What follows belongs to an exercise in optimizing a design on an open flow for small area and a short achievable clock period; a production flow would make more cautious choices.
RTL that was checked went through simulation tests only; none was proved equivalent to the original.

## my_fir
module my_fir
#(parameter F=10)
(
input logic                clk,
input logic                rst,
input logic signed  [15:0] filter_in,
output logic signed [31:0] filter_out
    );
For scale: roughly 2300 cells after synthesis, about 730 flip-flops, roughly 50 I/O pins, roughly 38000 um2 of cells after synthesis.
clock: 6.5 ns
lec_check: 0
abc_clock_period_in_ps: 2600
cap_margin: 20
core_margin: 2
core_utilization: 60
cts_cluster_diameter: 80
cts_cluster_size: 18
place_density: 0.75
setup_slack_margin: 3.95
slew_margin: 20
synth_hierarchical: 1
run.sh (not shown) runs the stock make flow with config.mk's settings and CLKGATE_MAP_FILE= SYNTH_SCRIPT=/design/flow/synth_recipe.tcl, a recipe that flattens the netlist after the stock synthesis.
Next try:
==> flow/flow/run.sh (new file) <==
#!/bin/bash
# Standard layout, but the port buffers inserted before placement are plain
# buffers (buf_2) instead of the resizer's default delay cell; everything
# else is the standard flow (standard.sh).
export BUFFER_PORTS_ARGS="-buffer_cell sky130_fd_sc_hd__buf_2"
bash standard.sh > standard.log 2>&1
status=$?
cp standard.sh my_standard_copy.sh.txt 2>/dev/null
exit $status
==> flow/standard.sh (new file) <==
#!/bin/bash
# synth_recipe.tcl (not shown) runs the flow's synth.tcl, then flattens the netlist and writes it again
# the make line also repeats each setting of config.mk as NAME=value (left out here)
make -C /OpenROAD-flow-scripts/flow DESIGN_CONFIG=/design/flow/config.mk WORK_HOME=/design/flow/orfs CLKGATE_MAP_FILE= SYNTH_SCRIPT=/design/flow/synth_recipe.tcl "${@:-finish}"
removed: flow/run.sh
The new run produced a clean layout. Worst setup slack gets better by 0.043 ns. Sequential cell count is unchanged. Hold slack hardly moves. Sequential share of layout area rose by 0.19 points. Wire length falls by 2.0%. Synthesized area does not change.
Next try:
==> flow/run.sh (new file) <==
#!/bin/bash
# synth_recipe.tcl (not shown) runs the flow's synth.tcl, then flattens the netlist and writes it again
# the make line also repeats each setting of config.mk as NAME=value (left out here)
make -C /OpenROAD-flow-scripts/flow DESIGN_CONFIG=/design/flow/config.mk WORK_HOME=/design/flow/orfs CLKGATE_MAP_FILE= SYNTH_SCRIPT=/design/flow/synth_recipe.tcl finish
--- a/flow/config.mk
+++ b/flow/config.mk
@@ -13,5 +13,5 @@
 export CTS_CLUSTER_SIZE = 18
 export PLACE_DENSITY = 0.75
-export SETUP_SLACK_MARGIN = 3.95
+export SETUP_SLACK_MARGIN = 3.85
 export SLEW_MARGIN = 20
 export SYNTH_HIERARCHICAL = 1
removed: flow/flow/run.sh
removed: flow/standard.sh
After rerunning: Area after synthesis is unchanged. First-iteration DRC count fell by about 4%. Critical path depth fell by 3. Synthesized cell count is unchanged.

---

== job 8358 ==
my_fir again, from the RTL that the note above started with.
## my_fir
module my_fir
#(parameter F=10)
(
input logic                clk,
input logic                rst,
input logic signed  [15:0] filter_in,
output logic signed [31:0] filter_out
    );
export LEC_CHECK = 0
export ABC_CLOCK_PERIOD_IN_PS = 2600
export CAP_MARGIN = 20
export CORE_MARGIN = 2
export CORE_UTILIZATION = 70
export CTS_CLUSTER_DIAMETER = 100
export CTS_CLUSTER_SIZE = 24
export PLACE_DENSITY = 0.82
export SETUP_SLACK_MARGIN = 3.95
export SLEW_MARGIN = 20
export SYNTH_HIERARCHICAL = 1
create_clock -name core_clock -period 6.5 [get_ports {clk}]
standard.sh (not shown) runs the stock make flow with config.mk's settings and CLKGATE_MAP_FILE= SYNTH_SCRIPT=/design/flow/synth_recipe.tcl, a recipe that flattens the netlist after the stock synthesis.
==> flow/flow/run.sh <==
#!/bin/bash
# Standard layout, but the port buffers inserted before placement are plain
# buffers (buf_2) instead of the resizer's default delay cell; everything
# else is the standard flow (standard.sh).
export BUFFER_PORTS_ARGS="-buffer_cell sky130_fd_sc_hd__buf_2"
bash standard.sh > standard.log 2>&1
status=$?
cp standard.sh my_standard_copy.sh.txt 2>/dev/null
exit $status
Job 8358: full flow OK, the timing, design-rule and antenna checks passed
The following lists how job 6610 was set up differently from job 8358:
# job 8358
export LEC_CHECK = 0
export ABC_CLOCK_PERIOD_IN_PS = 2600
export CAP_MARGIN = 20
export CORE_MARGIN = 2
export CORE_UTILIZATION = 70
export CTS_CLUSTER_DIAMETER = 100
export CTS_CLUSTER_SIZE = 24
export PLACE_DENSITY = 0.82
export SETUP_SLACK_MARGIN = 3.95
export SLEW_MARGIN = 20
export SYNTH_HIERARCHICAL = 1
create_clock -name core_clock -period 6.5 [get_ports {clk}]
# job 6610
export LEC_CHECK = 0
export ABC_CLOCK_PERIOD_IN_PS = 2600
export CAP_MARGIN = 20
export CORE_MARGIN = 2
export CORE_UTILIZATION = 60
export CTS_CLUSTER_DIAMETER = 80
export CTS_CLUSTER_SIZE = 18
export PLACE_DENSITY = 0.75
export SETUP_SLACK_MARGIN = 4.05
export SLEW_MARGIN = 20
export SYNTH_HIERARCHICAL = 1
create_clock -name core_clock -period 6.5 [get_ports {clk}]
Results
- From job 8358 to job 6610 the numbers moved as follows: final critical path time including I/O delays and setup has increased, cell area rose by about 1.8%, cell area reported after detailed placement higher.
- Clock tree cell share of total cell area: job 6610 > job 8358
- met2 wire length for job 6610: 340 um down relative to job 8358
- In the tables for job 6610 and job 8358, stage delay of the slowest cell on the critical path reads lower with job 8358.
- Relative to job 8358, the worst slew slack as a fraction of its limit of job 6610 is lower by 5.9 points.
## Diff of input files: job 4932 against job 6610
# job 6610
export LEC_CHECK = 0
export ABC_CLOCK_PERIOD_IN_PS = 2600
export CAP_MARGIN = 20
export CORE_MARGIN = 2
export CORE_UTILIZATION = 60
export CTS_CLUSTER_DIAMETER = 80
export CTS_CLUSTER_SIZE = 18
export PLACE_DENSITY = 0.75
export SETUP_SLACK_MARGIN = 4.05
export SLEW_MARGIN = 20
export SYNTH_HIERARCHICAL = 1
create_clock -name core_clock -period 6.5 [get_ports {clk}]
# job 4932
export LEC_CHECK = 0
export ABC_CLOCK_PERIOD_IN_PS = 2600
export CAP_MARGIN = 20
export CORE_MARGIN = 2
export CORE_UTILIZATION = 60
export CTS_CLUSTER_DIAMETER = 100
export CTS_CLUSTER_SIZE = 24
export PLACE_DENSITY = 0.75
export SETUP_SLACK_MARGIN = 3.95
export SLEW_MARGIN = 20
export SYNTH_HIERARCHICAL = 1
create_clock -name core_clock -period 6.5 [get_ports {clk}]
Across job 6610 and job 4932, the outcome is the same: a clean finish for every run. Highest metal layer with signal wires = met4: job 4932; highest metal layer with signal wires = met5: job 6610. Diff job 6610 -> job 4932 | mean number of vias per cell | up slightly. Job 4932 packs its core more loosely than job 6610. Changes observed in job 4932 relative to job 6610: critical path required time decreased by 0.08 ns relative to the old numbers. Met2 routed wirelength: job 6610 vs job 4932, no meaningful difference. Delta (job 4932 minus job 6610): smallest setup slack after layout shows an increase of 0.021 ns; global-route wire length before repair shrank by 1000 um. Compared with job 6610, job 4932 shows a proportion of cell area occupied by registers that is 0.56 points higher.
## Diff of input files: job 2411 against job 4932
# job 4932
export LEC_CHECK = 0
export ABC_CLOCK_PERIOD_IN_PS = 2600
export CAP_MARGIN = 20
export CORE_MARGIN = 2
export CORE_UTILIZATION = 60
export CTS_CLUSTER_DIAMETER = 100
export CTS_CLUSTER_SIZE = 24
export PLACE_DENSITY = 0.75
export SETUP_SLACK_MARGIN = 3.95
export SLEW_MARGIN = 20
export SYNTH_HIERARCHICAL = 1
create_clock -name core_clock -period 6.5 [get_ports {clk}]
# job 2411
export LEC_CHECK = 0
export ABC_CLOCK_PERIOD_IN_PS = 2600
export CAP_MARGIN = 20
export CORE_MARGIN = 2
export CORE_UTILIZATION = 60
export CTS_CLUSTER_DIAMETER = 110
export CTS_CLUSTER_SIZE = 28
export PLACE_DENSITY = 0.75
export SETUP_SLACK_MARGIN = 3.95
export SLEW_MARGIN = 20
export SYNTH_HIERARCHICAL = 1
create_clock -name core_clock -period 6.5 [get_ports {clk}]
Findings:
- Summary of job 2411 over job 4932: cell count after synthesis comparable, final standard cell area without fillers now smaller, share of final layout cell area taken by clock buffers and inverters now smaller.
- Compared job 4932 against job 2411; via count of the first global-routing pass within noise.
- Between job 4932 and job 2411, latest clock arrival within the worst-skew pair increased.
- Job 2411 vs. job 4932: routed wire length went down 0.39%, average detailed-routed wire length per instance shows no meaningful change.
- The via count reported for job 2411 is smaller than that of job 4932 by about 1.3%.

---

Setup of MS:
Another version of the RTL of my_fir (not shown whole).
For scale: about 2300 cells after synthesis, about 620 flip-flops, about 50 I/O pins, ~36000 sq um of cells after synthesis.
make LEC_CHECK=0 ABC_CLOCK_PERIOD_IN_PS=2700 CAP_MARGIN=20 CORE_MARGIN=2 CORE_UTILIZATION=40 PLACE_DENSITY=0.6 SETUP_SLACK_MARGIN=3.8 SLEW_MARGIN=20 SYNTH_HIERARCHICAL=1 finish   # period 6.5 ns
run.sh (not shown) runs the stock make flow with config.mk's settings and CLKGATE_MAP_FILE= SYNTH_SCRIPT=/design/flow/synth_recipe.tcl, a recipe that flattens the netlist after the stock synthesis.
Stock flow here: none of the scripts above is used.
MS went all the way through the flow, and no timing, DRC or antenna check failed.
Modified inputs, PW compared to MS
Settings: SETUP_SLACK_MARGIN: 3.8 -> unset.
Results
Higher count of plain and timing-repair buffers was reported by MS, not PW. Part of the cycle the worst path needs sits higher in PW than in MS. PW reports a lower portion of the layout cell area used by non-clock buffers than MS does. Most common library cell in the layout ignoring fill and taps: fa_1 -> PW, dfrtp_1 -> MS. met4 as the top layer reached by signal wires was reported by PW, and met5 by MS.
No functional check of the RTL was part of any run of this note.

---

Another version of the RTL of my_fir (not shown whole).
For scale: ~2400 cells after synthesis, roughly 50 I/O pins, ~38000 µm² of cells after synthesis.
clock: 6.5 ns
lec_check: 0
abc_clock_period_in_ps: 2600
cap_margin: 20
core_margin: 2
core_utilization: 40
place_density: 0.6
setup_slack_margin: 3.6
slew_margin: 20
synth_hierarchical: 1
The baseline passed the timing, design-rule and antenna checks.
Change:
CORE_UTILIZATION = 60   (was 40)
CTS_CLUSTER_DIAMETER = 80   (was default)
CTS_CLUSTER_SIZE = 18   (was default)
PLACE_DENSITY = 0.75   (was 0.6)
=> Design area decreases by 4.9%; sequential share of layout area increases by 1.9 points; critical path depth grows by 4; worst setup slack is better by 46 ps.
Change:
CORE_UTILIZATION = 40   (was 60)
CTS_BUF_LIST = sky130_fd_sc_hd__clkbuf_4 sky130_fd_sc_hd__clkbuf_8   (was default)
CTS_CLUSTER_DIAMETER = default   (was 80)
CTS_CLUSTER_SIZE = default   (was 18)
PLACE_DENSITY = 0.6   (was 0.75)
The changed run finished with timing, DRC and antenna clean.
Critical path depth increases by 1.
Non-clock buffer count increases by 42.
Sequential share of layout area decreases by 1.9 points.
Change:
CTS_BUF_LIST = default   (was sky130_fd_sc_hd__clkbuf_4 sky130_fd_sc_hd__clkbuf_8)
SETUP_SLACK_MARGIN = 3.9   (was 3.6)
Setup slack is about the same.
Area after synthesis stays the same.
Design area rose by a few percent.
Core utilization rose by 3.2 points.

---

my_fir again, from the RTL that the note above started with.
==> flow/design.v (excerpt) <==
module my_fir
#(parameter F=10)
(
input logic                clk,
input logic                rst,
input logic signed  [15:0] filter_in,
output logic signed [31:0] filter_out
    );
clock: 6.5 ns
lec_check: 0
abc_clock_period_in_ps: 2600
cap_margin: 20
core_margin: 2
core_utilization: 60
cts_cluster_diameter: 100
cts_cluster_size: 22
place_density: 0.75
setup_slack_margin: 3.6
slew_margin: 20
synth_hierarchical: 1
Then changed:
Settings changed: CTS_CLUSTER_DIAMETER 100 to 80, CTS_CLUSTER_SIZE 22 to 18, SETUP_SLACK_MARGIN 3.6 to 3.7.
Flip-flop and latch count is unchanged.
Clock skew stays flat.
Wire length came out higher by about 0.7%.

---

north:
my_fir, a different RTL version from the one above (not shown whole).
For scale: roughly 650 flip-flops, ~37,000 sq um of cells after synthesis.
## my_fir
module my_fir
#(parameter F=10)
(
input logic                clk,
input logic                rst,
input logic signed  [15:0] filter_in,
output logic signed [31:0] filter_out
    );
logic signed [15:0] d [0:15];
logic r0_2971;
logic r0_2972;
logic r0_2973;
logic r0_2974;
logic r0_2975;
logic r0_2976;
logic r0_2977;
logic r0_2978;
logic r0_2979;
logic r0_2980;
logic r0_2981;
logic r0_2982;
logic r0_2983;
logic r0_2984;
logic r0_2985;
logic r0_2986;
logic r0_2987;
logic r0_2988;
logic r0_2989;
logic r0_2990;
logic r0_2991;
logic r0_2992;
logic r0_2993;
logic r0_2994;
logic r0_2995;
logic r0_2996;
logic r0_2997;
logic r0_2998;
logic r0_2999;
logic r0_3000;
logic r0_3001;
logic r0_3002;
logic r0_3003;
logic r0_3004;
logic r0_3005;
logic r0_3006;
logic r0_3007;
logic r0_3008;
logic r0_3009;
logic r0_3010;
logic r0_3011;
logic r0_3012;
logic r0_3013;
logic r0_3014;
logic r0_3015;
logic r0_3016;
logic r0_3017;
logic r0_3018;
logic r0_3019;
logic r0_3020;
logic r0_3021;
logic r0_3022;
logic r0_3023;
logic r0_3024;
logic r0_3025;
logic r0_3026;
logic r0_3027;
logic r0_3028;
logic r0_3029;
logic r0_3030;
  ...
make LEC_CHECK=0 ABC_CLOCK_PERIOD_IN_PS=2600 CAP_MARGIN=20 CORE_MARGIN=2 CORE_UTILIZATION=60 CTS_CLUSTER_DIAMETER=80 CTS_CLUSTER_SIZE=18 PLACE_DENSITY=0.75 SETUP_SLACK_MARGIN=3.6 SLEW_MARGIN=20 SYNTH_HIERARCHICAL=1 finish   # period 6.5 ns
For south, these inputs were changed with respect to north:
Settings: SETUP_SLACK_MARGIN: 3.6 -> 3.7.
Findings:
- Of the two candidates, north has the better setup clock skew after layout and south the worse one.
- For hold slack, south and north come out practically identical.
- north → south: starting utilization of the core area has remained practically unchanged; number of global-route vias before repair grew by 288; overall global routing resource usage moved up.
- Number of buffers other than clock buffers in the final layout of south exceeds that of north by more than half.

---

Another version of the RTL of my_fir (not shown whole).
Size: about 2200 cells after synthesis, ~750 flip-flops, ~50 I/O pins.
// my_fir
module my_fir
#(parameter F=10)
(
input logic                clk,
input logic                rst,
input logic signed  [15:0] filter_in,
output logic signed [31:0] filter_out
    );
==> flow/config.mk <==
export PLATFORM = sky130hd
export DESIGN_NAME = my_fir
export DESIGN_NICKNAME = my_fir
export VERILOG_FILES = /design/flow/design.v
export SDC_FILE = /design/flow/constraint.sdc
export NUM_CORES = 4
export LEC_CHECK = 0
export ABC_CLOCK_PERIOD_IN_PS = 2600
export CAP_MARGIN = 20
export CORE_MARGIN = 2
export CORE_UTILIZATION = 66
export CTS_CLUSTER_DIAMETER = 100
export CTS_CLUSTER_SIZE = 24
export PLACE_DENSITY = 0.8
export SETUP_SLACK_MARGIN = 4.1
export SLEW_MARGIN = 20
export SYNTH_HIERARCHICAL = 1
==> flow/constraint.sdc <==
create_clock -name core_clock -period 6.5 [get_ports {clk}]
set_input_delay 1.3000 -clock core_clock [delete_from_list [all_inputs] [get_ports {clk}]]
set_output_delay 1.3000 -clock core_clock [all_outputs]
set_load 0.01 [all_outputs]
standard.sh (not shown) runs the stock make flow with config.mk's settings and CLKGATE_MAP_FILE= SYNTH_SCRIPT=/design/flow/synth_recipe.tcl, a recipe that flattens the netlist after the stock synthesis.
Scripts as last shown in full above: flow/flow/run.sh
Next try:
CORE_UTILIZATION = 60   (was 66)
PLACE_DENSITY = 0.75   (was 0.8)
SETUP_SLACK_MARGIN = 4.2   (was 4.1)
Effect:
- The new run completed with no timing, DRC or antenna violations
- worst setup slack is better by 7.0 ps
- utilization shrinks by 4.8 points
- global-route usage goes down by 3.7 points
- non-clock buffer count went up by 49
- die area increases by 9.8%
- count of clock-buffer cells in the layout is higher by 6
- maximum frequency stays flat
- via count is about the same

[what the ideal ports hide]
Ports are ideal in the flow. The routed layouts listed here were re-timed in OpenROAD.
Step 1 (the two cells are an assumption about what drives the block):
set clk [get_ports {clk}]
set_driving_cell -lib_cell sky130_fd_sc_hd__clkbuf_16 $clk
set_driving_cell -lib_cell sky130_fd_sc_hd__buf_2 [delete_from_list [all_inputs] $clk]
Step 2 moves the port delays by t, midway between the first and last clock arrival at a register: inputs arrive t later, outputs are due t later. That takes back most of the time a late clock gives input paths.
Three values: no drivers, after step 1, after step 2; two values: the first two.
| run | shift t [ns] | setup WS [ns] | hold slack, ns | worst setup path at the end |
|---|---|---|---|---|
| the first run of note 1 | 0.669 | 3.889 / 3.826 / 3.313 | 0.351 / 0.351 / 0.351 | input, reset recovery |
| the second run of note 1 | 0.667 | 3.933 / 3.918 / 3.600 | 0.350 / 0.350 / 0.350 | input, reset recovery |
| the third run of note 1 | 0.671 | 3.799 / 3.736 / 3.316 | 0.351 / 0.351 / 0.351 | input, reset recovery |
| job 8358 | 0.642 | 3.921 / 3.921 / 3.580 | 0.354 / 0.354 / 0.354 | input, reset recovery |
| job 6610 | 0.667 | 3.903 / 3.903 / 3.737 | 0.350 / 0.350 / 0.350 | input, reset recovery |
| job 4932 | 0.645 | 3.923 / 3.923 / 3.604 | 0.353 / 0.353 / 0.353 | input, reset recovery |
| job 2411 | 0.698 | 3.917 / 3.879 / 3.608 | 0.356 / 0.356 / 0.356 | input, reset recovery |
| MS | 0.708 | 3.346 / 3.346 / 3.324 | 0.340 / 0.340 / 0.340 | input, reset recovery |
| PW | 0.706 | 3.080 / 3.080 / 3.080 | 0.334 / 0.334 / 0.334 | register to register |
| the first run of note 4 | 0.695 | 3.565 / 3.499 / 3.267 | 0.326 / 0.326 / 0.326 | input, reset recovery |
| the second run of note 4 | 0.671 | 3.611 / 3.611 / 3.140 | 0.345 / 0.345 / 0.345 | input, reset recovery |
| the third run of note 4 | 0.801 | 3.617 / 3.617 / 3.243 | 0.325 / 0.325 / 0.325 | input, reset recovery |
| the fourth run of note 4 | 0.705 | 3.620 / 3.620 / 3.421 | 0.346 / 0.346 / 0.346 | input, reset recovery |
| the first run of note 5 | 0.654 | 3.579 / 3.579 / 3.148 | 0.349 / 0.349 / 0.349 | input, reset recovery |
| the second run of note 5 | 0.666 | 3.573 / 3.511 / 3.301 | 0.346 / 0.346 / 0.346 | input, reset recovery |
| north | 0.665 | 3.624 / 3.617 / 3.356 | 0.344 / 0.344 / 0.344 | input, reset recovery |
| south | 0.664 | 3.647 / 3.647 / 3.358 | 0.343 / 0.343 / 0.343 | input, reset recovery |
| the first run of note 7 | 0.662 | 4.027 / 3.963 / 3.700 | 0.335 / 0.335 / 0.335 | input, reset recovery |
| the second run of note 7 | 0.647 | 4.034 / 3.978 / 3.750 | 0.348 / 0.348 / 0.348 | input, reset recovery |
After both steps setup and hold are still met in every run listed. The setup slack of the first run of note 1, which loses most, moves by -0.063 ns with the drivers and by -0.576 ns with both steps. Setup slack includes reset recovery checks.
